This is an optimization exercise on Yosys and OpenROAD, whose aim is small area, not a production implementation. In this exercise RTL edits were held to simulation tests only and were not proved equivalent to the original. No activity file was given, so power comes from the tool's default toggle rates.

==> design.v <==
`timescale 1 ns / 1 ps
module FDRE #
(
  parameter [0:0] INIT = 1'b0
)
(
  output reg Q,
  input  wire C,
  input  wire CE,
  input  wire R,
  input  wire D
);
  always @(posedge C)
  begin
    if(R)
      Q <= 1'b0;
    else if(CE)
      Q <= D;
  end
endmodule
`timescale 1 ns / 1 ps
module axi_cfg_register #
(
  parameter integer CFG_DATA_WIDTH = 1024,
  parameter integer AXI_DATA_WIDTH = 32,
  parameter integer AXI_ADDR_WIDTH = 32,
  parameter [CFG_DATA_WIDTH/AXI_DATA_WIDTH-1:0] NON_REG_MASK = 'h0
)
(
  input  wire                        aclk,
  input  wire                        aresetn,
  output wire [CFG_DATA_WIDTH-1:0]   cfg_data,
  input  wire [AXI_ADDR_WIDTH-1:0]   s_axi_awaddr,   
  input  wire                        s_axi_awvalid,  
  output wire                        s_axi_awready,  
  input  wire [AXI_DATA_WIDTH-1:0]   s_axi_wdata,    
  input  wire [AXI_DATA_WIDTH/8-1:0] s_axi_wstrb,    
  input  wire                        s_axi_wvalid,   
  output wire                        s_axi_wready,   
  output wire [1:0]                  s_axi_bresp,    
  output wire                        s_axi_bvalid,   
  input  wire                        s_axi_bready,   
  input  wire [AXI_ADDR_WIDTH-1:0]   s_axi_araddr,   
  input  wire                        s_axi_arvalid,  
  output wire                        s_axi_arready,  
  output wire [AXI_DATA_WIDTH-1:0]   s_axi_rdata,    
  output wire [1:0]                  s_axi_rresp,    
  output wire                        s_axi_rvalid,   
  input  wire                        s_axi_rready    
);
  function integer clogb2 (input integer value);
    for(clogb2 = 0; value > 0; clogb2 = clogb2 + 1) value = value >> 1;
  endfunction
  localparam integer ADDR_LSB = clogb2(AXI_DATA_WIDTH/8 - 1);
  localparam integer CFG_SIZE = CFG_DATA_WIDTH/AXI_DATA_WIDTH;
  localparam integer CFG_WIDTH = CFG_SIZE > 1 ? clogb2(CFG_SIZE-1) : 1;
  reg int_bvalid_reg, int_bvalid_next;
  reg int_rvalid_reg, int_rvalid_next;
  reg [AXI_DATA_WIDTH-1:0] int_rdata_reg, int_rdata_next;
  wire [AXI_DATA_WIDTH-1:0] int_data_mux [CFG_SIZE-1:0];
  wire [CFG_DATA_WIDTH-1:0] int_data_wire;
  wire [CFG_SIZE-1:0] int_ce_wire;
  wire int_wvalid_wire;
  genvar j, k;
  assign int_wvalid_wire = s_axi_awvalid & s_axi_wvalid;
  generate
    for(j = 0; j < CFG_SIZE; j = j + 1)
    begin : WORDS
      assign int_data_mux[j] = int_data_wire[j*AXI_DATA_WIDTH+AXI_DATA_WIDTH-1:j*AXI_DATA_WIDTH];
      assign int_ce_wire[j] = int_wvalid_wire & (s_axi_awaddr[ADDR_LSB+CFG_WIDTH-1:ADDR_LSB] == j);
	  if (NON_REG_MASK[j] == 1'b0)
		  for(k = 0; k < AXI_DATA_WIDTH; k = k + 1)
		  begin : BITS
			FDRE #(
			  .INIT(1'b0)
			) FDRE_inst (
			  .CE(int_ce_wire[j] & s_axi_wstrb[k/8]),
			  .C(aclk),
			  .R(~aresetn),
			  .D(s_axi_wdata[k]),
			  .Q(int_data_wire[j*AXI_DATA_WIDTH + k])
			);
		  end
	  else
	  	for (k=0; k < AXI_DATA_WIDTH; k = k + 1)
		begin
			assign int_data_wire[j*AXI_DATA_WIDTH + k] = (int_ce_wire[j] & s_axi_wstrb[k/8]) ? s_axi_wdata[k] : 1'b0;
		end
    end
  endgenerate
  always @(posedge aclk)
  begin
    if(~aresetn)
    begin
      int_bvalid_reg <= 1'b0;
      int_rvalid_reg <= 1'b0;
      int_rdata_reg <= {(AXI_DATA_WIDTH){1'b0}};
    end
    else
    begin
      int_bvalid_reg <= int_bvalid_next;
      int_rvalid_reg <= int_rvalid_next;
      int_rdata_reg <= int_rdata_next;
    end
  end
  always @*
  begin
    int_bvalid_next = int_bvalid_reg;
    if(int_wvalid_wire)
    begin
      int_bvalid_next = 1'b1;
    end
    if(s_axi_bready & int_bvalid_reg)
    begin
      int_bvalid_next = 1'b0;
    end
  end
  always @*
  begin
    int_rvalid_next = int_rvalid_reg;
    int_rdata_next = int_rdata_reg;
    if(s_axi_arvalid)
    begin
      int_rvalid_next = 1'b1;
      int_rdata_next = int_data_mux[s_axi_araddr[ADDR_LSB+CFG_WIDTH-1:ADDR_LSB]];
    end
    if(s_axi_rready & int_rvalid_reg)
    begin
      int_rvalid_next = 1'b0;
    end
  end
  assign cfg_data = int_data_wire;
  assign s_axi_bresp = 2'd0;
  assign s_axi_rresp = 2'd0;
  assign s_axi_awready = int_wvalid_wire;
  assign s_axi_wready = int_wvalid_wire;
  assign s_axi_bvalid = int_bvalid_reg;
  assign s_axi_arready = 1'b1;
  assign s_axi_rdata = int_rdata_reg;
  assign s_axi_rvalid = int_rvalid_reg;
endmodule
==> run.sh <==
#!/bin/bash
# synth_recipe.tcl (not shown) runs the flow's synth.tcl, then flattens the netlist and writes it again
# the make line also repeats each setting of config.mk as NAME=value (left out here)
make -C /OpenROAD-flow-scripts/flow DESIGN_CONFIG=/design/flow/config.mk WORK_HOME=/design/flow/orfs CLKGATE_MAP_FILE= SYNTH_SCRIPT=/design/flow/synth_recipe.tcl finish
==> config.mk <==
export PLATFORM = sky130hd
export DESIGN_NAME = axi_cfg_register
export DESIGN_NICKNAME = axi_cfg_register
export VERILOG_FILES = /design/flow/design.v
export SDC_FILE = /design/flow/constraint.sdc
export NUM_CORES = 4
export LEC_CHECK = 0
export CAP_MARGIN = 20
export CORE_MARGIN = 2
export CORE_UTILIZATION = 40
export SLEW_MARGIN = 20
==> constraint.sdc <==
create_clock -name core_clock -period 8.0 [get_ports {aclk}]
set_input_delay 1.6000 -clock core_clock [delete_from_list [all_inputs] [get_ports {aclk}]]
set_output_delay 1.6000 -clock core_clock [all_outputs]
set_load 0.01 [all_outputs]
==> insert_results.sql <==
INSERT INTO impl_metrics (metric_group, metric, value, unit) VALUES
('outcome', 'run_status', 'complete, no violations', ''),
('timing', 'timing.final.crit_period', '5.26', 'ns'),
('timing', 'worst_case_headroom_to_the_max_slew_limit', '15.2', '%'),
('timing', 'worst_slew_pin_slew', '1.26', 'ns'),
('detailed_routing', 'vias_per_cell', '6.57', ''),
('global_route', 'global_route.overflow_total', '0', ''),
('timing', 'setup_repair_after_global_routing_missed_its_margin', 'false', ''),
('floorplanning', 'die_width', '376', 'µm'),
('synth', 'synth_top_family_by_area', 'simple AND/OR/NAND/NOR gates', ''),
('final_layout', 'area_growth', '15.5', '%'),
('worst_setup_path', 'path_delay_family', 'simple AND/OR/NAND/NOR gates', ''),
('worst_setup_path', 'crit_type', 'in -> reg', ''),
('floorplanning', 'floorplan.initialDensity', '40.3', '%'),
('cts', 'clk_latency', '0.79', 'ns'),
('timing', 'fin_setup_tns', '0', 'ns'),
('floorplanning', 'io-pin-count', '1172', ''),
('placed_design', 'dpl-instance-area', '60000', 'µm²'),
('final_layout', 'postLayoutCellArea', '64000', 'µm²'),
('synth', 'synth-edff-count', '0', ''),
('power', 'power_per_cell_area', '184', 'nW/µm²'),
('placed_design', 'io_buffers', '1112', ''),
('worst_setup_path', 'critPathArrivalTime', '5.90', 'ns'),
('cts', 'cts_num_sinks', '1058', ''),
('global_route', 'antenna_found_initial', '38', ''),
('power', 'share_of_total_power_in_combinational_logic', '6.5', '%'),
('synth', 'synth.cell_area', '55500', 'µm²'),
('global_route', 'grt_max_degree', '266', ''),
('cts', 'post_cts.repair.setup_buffers', '0', ''),
('cts', 'numCtsBuffers', '119', ''),
('timing', 'fin_worst_skew', '0.0347', 'ns'),
('timing', 'drv_slew', '0', ''),
('cts', 'post_cts_resized', '0', ''),
('power', 'power_switching', '3.13', 'mW'),
('worst_setup_path', 'critPathRequiredTime', '8.64', 'ns'),
('worst_setup_path', 'critPathLaunchType', 'input pin', ''),
('final_layout', 'largest_reg_flops', '1024', ''),
('flow_run', 'max_cap_viol_count', '0', ''),
('timing', 'achievable-frequency', '190', 'MHz'),
('synth', 'synth-xor-area-share', '0', '%'),
('cts', 'tritoncts', 'yes', ''),
('hold_path', 'hp-class', 'reg -> reg', ''),
('detailed_routing', 'wl_per_cell', '43.1', 'µm'),
('global_route', 'grt_usage', '50.0', '%'),
('synth', 'seq_area_frac_synth', '38.2', '%'),
('synth', 'register_bit_count_reported_by_yosys', '1058', ''),
('power', 'sequentialPowerShare', '45.1', '%'),
('floorplanning', 'fp.dieArea', '142000', 'µm²'),
('timing', 'final_min_period_over_clock_period', '65.7', '%'),
('floorplanning', 'die-height', '376', 'µm'),
('cts', 'ctsHtreeMaxLevel', '3', ''),
('placed_design', 'place.detailed.hpwl', '281000', 'µm'),
('synth', 'synthAdderAreaFrac', '0', '%'),
('synth', 'synth_top_flop_cell', 'dfxtp_1', ''),
('detailed_routing', 'antenna_left', '0', ''),
('cts', 'clock-root-buffer', 'clkbuf_16', ''),
('worst_setup_path', 'cp-end-kind', 'register', ''),
('power', 'clkPwrFrac', '48.3', '%'),
('synth', 'simple_gate_fraction_of_synth_area', '21.8', '%'),
('worst_setup_path', 'buffers_inverters_on_critical_path', '2', ''),
('worst_setup_path', 'timing.critical_path.slowest_stage_cell', 'nand2b_1', ''),
('final_layout', 'nets', '6797', ''),
('detailed_routing', 'num_vias', '56509', ''),
('power', 'ir_worst_vdd', '0.220', 'mV'),
('synth', 'synthCells', '6913', ''),
('placed_design', 'place_congestion', '1.05', ''),
('global_route', 'grt_first_pass_wirelength', '478000', 'µm'),
('detailed_routing', 'drcViolationCount', '0', ''),
('cts', 'cts.path.max_buffers', '3', ''),
('floorplanning', 'std_cell_rows', '136', ''),
('timing', 'finalHoldViolCount', '0', ''),
('cts', 'path_clk_slew', '0.06', 'ns');
-- Yosys cell counts (all sizes together) (8+ instances only) --
| master | instances | share of area (%) |
|---|---|---|
| nand2 | 1283 | 8.7 |
| a221oi | 8 | 0.13 |
| nor2b | 12 | 0.14 |
| a21boi | 1024 | 14 |
| dfxtp | 1058 | 38 |
| buf | 1148 | 15 |
| nand4 | 61 | 0.69 |
| o21ai | 29 | 0.27 |
| o211ai | 17 | 0.23 |
| nor3 | 35 | 0.32 |
| and3 | 55 | 0.65 |
| mux2i | 20 | 0.36 |
| a21oi | 50 | 0.45 |
| a22oi | 384 | 5.2 |
| nor4 | 22 | 0.25 |
| a2111oi | 17 | 0.42 |
| nand3 | 1047 | 9.5 |
| a22o | 16 | 0.25 |
| nor2 | 103 | 0.95 |
| clkbuf | 440 | 3.0 |
-- cells by family after synthesis --
| kind of cell | Yosys count |
|---|---|
| other | 2 |
| buffers and inverters | 1591 |
| multiplexers | 25 |
| AND/OR/NAND/NOR | 2662 |
| AO/OA/AOI/OAI | 1575 |
| flip-flops | 1058 |
-- path summary, 6_finish.rpt --
check,from,to,slack (ns),depth (start not counted)
worst max-delay path,s_axi_araddr[2],int_rdata_reg[16]$_SDFFE_PN0P_,2.74,8
worst min-delay path,int_rdata_reg[19]$_SDFFE_PN0P_,int_rdata_reg[19]$_SDFFE_PN0P_,0.45,2
worst max register to register,WORDS[9].genblk1.BITS[13].FDRE_inst.Q$_SDFFE_PN0P_,int_rdata_reg[13]$_SDFFE_PN0P_,5.19,5
worst min register to register,int_rdata_reg[19]$_SDFFE_PN0P_,int_rdata_reg[19]$_SDFFE_PN0P_,0.45,2
-- worst min-delay path: cells and delay by family, from the launching register on --
kind               cells  cell delay [ns]
DFF                    1             0.31
and+or+nand+nor        1             0.05
AOI/OAI and AO/OA      1             0.05
-- power groups by stage --
stage | clock (mW) | combinational (mW) | sequential (mW)
after detailed placement | 0 | 0.721 | 5.43
after CTS | 5.65 | 0.721 | 5.32
after global placement | 0 | 0.720 | 5.43
after floorplan | 0 | 0.399 | 5.41
final | 5.70 | 0.770 | 5.32
after global routing | 5.86 | 0.755 | 5.31
-- stage by stage --
stage               setup slack (ns)  utilization, %  hold WS, ns  std cells  power (mW)
global route                    2.88            46.5        0.469       8581        11.9
finish                          2.74            46.6        0.451       8601        11.8
floorplan                       4.52               -        0.452       6916        5.81
CTS                             3.11            46.5        0.451       8580        11.7
global placement                2.28            43.7        0.437       8362        6.15
detailed placement              2.31            43.7        0.444       8362        6.15
-- final cells by class --
cell class / instances / area, µm²
inverters: 3 / 11.3
repair buffers: 1241 / 12100
clock inverters: 35 / 410
clock buffers: 183 / 3520
well taps: 1794 / 2240
flip-flops and latches: 1058 / 21200
fillers: 13566 / 73500
diodes: 20 / 50.0
multi-input cells: 4267 / 24500
-- per-layer routing --
layer / part of all wire (%) / track usage (%)
met3: 16 / 22.5
met4: 5.8 / 23.4
met2: 38 / 66.1
met1: 39 / 68.2
met5: 0.11 / 0
-- cell usage in the layout (no fill, tap or decap), drive strengths merged, types with 61 or more instances in the layout --
cell type | synthesis | final
nand2 | 1283 | 1283
clkdlybuf4s50 | 0 | 1078
dfxtp | 1058 | 1058
nand3 | 1047 | 1047
a21boi | 1024 | 1024
a22oi | 384 | 384
clkbuf | 440 | 187
buf | 1148 | 159
nor2 | 103 | 103
nand4 | 61 | 61

[static timing again, ports no longer ideal]
No port has a modelled driver above. Below, the same layout with a new extraction and two added sets of constraints. Step 1 sets driving cells, clkbuf_16 on the clock port and buf_2 on the other inputs (assumed; they add their load-dependent delay and slew). Step 2 also shifts input and output timing later by t, the mid clock arrival at the registers, as if the neighbouring blocks saw the same clock. Slacks: no drivers / after step 1 / after step 2; pairs: no drivers / after step 1.
t, ns: 0.862
slack for setup (ns): 2.741 / 2.739 / 1.877
clock arrival spread, ns: 0.036 / 0.036
After both steps this run still meets setup and hold. The setup slack of this run moves by -0.002 ns with the drivers and by -0.864 ns with both steps.
